This design comes from an exercise in tuning for small area on the open sky130 flow, not from production work. Power figures rest on the tool's default switching activity, not on a simulated workload.

## conv_layer
module conv_layer(out, activations, weights, clk, rst);
output reg [255:0] out;
input [63:0] activations;
input [63:0] weights;
input clk, rst;
reg [63:0] w_r;
reg [7:0] one [0:3];   
reg [7:0] two [0:3];   
reg [7:0] neg [0:3];   
reg [6:0] c;
reg s1, s2, v;
reg [23:0] acc [0:15];
reg [2:0] cr [0:15];
reg [15:0] sh [0:15];
wire first = (c == 7'd0) | s2;    
wire ld_sh = (c == 7'd0);         
wire ld_out = (c == 7'd6) & v;     
wire [23:0] kinit = s2 ? 24'd7929856 : 24'd2359296;
always @(posedge clk) begin
  w_r <= weights;
  s2 <= s1;
  if (!rst) begin
    c <= 7'd0;
    s1 <= 1'b1;
    v <= 1'b0;
  end else begin
    c <= (c == 7'd107) ? 7'd0 : c + 7'd1;
    s1 <= 1'b0;
    if (c == 7'd107) v <= 1'b1;
  end
end
wire [7:0] nz [0:3];
wire [7:0] negn [0:3];
genvar p, j, i;
generate
for (p = 0; p < 4; p = p + 1) begin : enc
  wire [16:0] ax = {activations[16*p +: 16], 1'b0};
  for (j = 0; j < 8; j = j + 1) begin : dig
    always @(posedge clk) begin
      one[p][j] <= ax[2*j+1] ^ ax[2*j];
      two[p][j] <= (ax[2*j+2] & ~ax[2*j+1] & ~ax[2*j]) | (~ax[2*j+2] & ax[2*j+1] & ax[2*j]);
      neg[p][j] <= ax[2*j+2];
    end
    assign nz[p][j] = one[p][j] | two[p][j];
    assign negn[p][j] = ~neg[p][j];
  end
end
for (i = 0; i < 16; i = i + 1) begin : lane
  localparam integer F = i / 4, P = i % 4;
  wire [15:0] w = w_r[16*F +: 16];
  wire [23:0] accfb = first ? kinit : acc[i];
  wire [2:0] crfb = first ? 3'd0 : cr[i];
  wire [23:0] sum;
  wire [2:0] cout;
  wire p1;
  wire q2;
  wire p3;
  wire q4;
  wire p5;
  wire q6;
  wire p7;
  wire q8;
  wire p9;
  wire q10;
  wire p11;
  wire q12;
  wire p13;
  wire q14;
  wire p15;
  wire q16;
  wire p17;
  wire q18;
  wire p19;
  wire q20;
  wire p21;
  wire q22;
  wire p23;
  wire q24;
  wire p25;
  wire q26;
  wire p27;
  wire q28;
  wire p29;
  ...
export LEC_CHECK = 0
export CAP_MARGIN = 10
export CORE_MARGIN = 2
export CORE_UTILIZATION = 65
export CTS_BUF_LIST = sky130_fd_sc_hd__clkbuf_8 sky130_fd_sc_hd__clkbuf_16
export CTS_CLUSTER_DIAMETER = 100
export CTS_CLUSTER_SIZE = 20
export SLEW_MARGIN = 10
export SYNTH_HIERARCHICAL = 1
export SYNTH_MINIMUM_KEEP_SIZE = 0
create_clock -name core_clock -period 7.0 [get_ports {clk}]
run.sh (not shown) runs the stock make flow with config.mk's settings and CLKGATE_MAP_FILE= SYNTH_SCRIPT=/design/flow/synth_recipe.tcl, a recipe that flattens the netlist after the stock synthesis.
==> next run, changes <==
==> flow/flow/run.sh (new file) <==
#!/bin/bash
# Own layout flow: the standard layout (standard.sh: ORFS synthesis through finish),
# with the smallest buffer (buf_1) as the buffer on every input and output port.
set -euo pipefail
cd "$(dirname "$0")/.."
export BUFFER_PORTS_ARGS="-buffer_cell sky130_fd_sc_hd__buf_1"
bash standard.sh > flow_standard.log 2>&1
==> flow/standard.sh (new file) <==
#!/bin/bash
# synth_recipe.tcl (not shown) runs the flow's synth.tcl, then flattens the netlist and writes it again
# the make line also repeats each setting of config.mk as NAME=value (left out here)
make -C /OpenROAD-flow-scripts/flow DESIGN_CONFIG=/design/flow/config.mk WORK_HOME=/design/flow/orfs CLKGATE_MAP_FILE= SYNTH_SCRIPT=/design/flow/synth_recipe.tcl "${@:-finish}"
- CORE_UTILIZATION: 65 -> 80
removed: flow/run.sh
=> Fmax falls by 1.3%; worst hold slack is worse by 0.0050 ns; final area went down by 2.5%; area after synthesis stays the same; die area decreases by 19%; core utilization came out higher by 14 points; final cell count goes down by 3.6%; clock skew stays flat; via count came out higher by 3.8%.
==> next run, changes <==
==> flow/flow/run.sh (replaced) <==
#!/bin/bash
# Own layout flow: the standard layout (standard.sh: ORFS synthesis through finish) with
# the smallest buffer on every port, and non-critical gates downsized after global routing.
set -euo pipefail
cd "$(dirname "$0")/.."
export BUFFER_PORTS_ARGS="-buffer_cell sky130_fd_sc_hd__buf_1"
export RECOVER_POWER=100
bash standard.sh > flow_standard.log 2>&1
- CORE_UTILIZATION: 80 -> 65
The changed run finished with capacitance limit, slew limit left. Cell area came out higher slightly. Non-clock buffer count grows by 67. Power decreases slightly.
No functional check of the RTL was part of any run of this note.

re-timing with driven ports:
How much do the figures lean on ideal ports? The routed layouts below were timed once more, with nothing changed but the port constraints.
Step 1: set_driving_cell puts a clkbuf_16 on clk and a buf_2 on each other input, an assumption about the parent block.
Step 2 moves the port delays by t, midway between the first and last clock arrival at a register: inputs arrive t later, outputs are due t later. That takes back most of the time a late clock gives input paths.
a / b / c = ideal / step 1 / step 2; a / b = the first two.
| run | t, ns | slack for setup (ns) | hold WS [ns] | worst setup path after step 2 | worst slew at a driven data input, ns |
|---|---|---|---|---|---|
| the first run | 0.839 | 0.329 / 0.329 / 0.329 | 0.339 / 0.339 / 0.339 | register to register | 0.07 |
| the second run | 0.822 | 0.241 / 0.241 / 0.241 | 0.334 / 0.334 / 0.334 | register to register | 0.22 |
| the third run | 0.845 | 0.242 / 0.242 / 0.217 | 0.341 / 0.341 / 0.341 | input to register | 0.11 |
The setup slack of the third run, which loses most, moves by 0.000 ns with the drivers and by -0.025 ns with both steps.
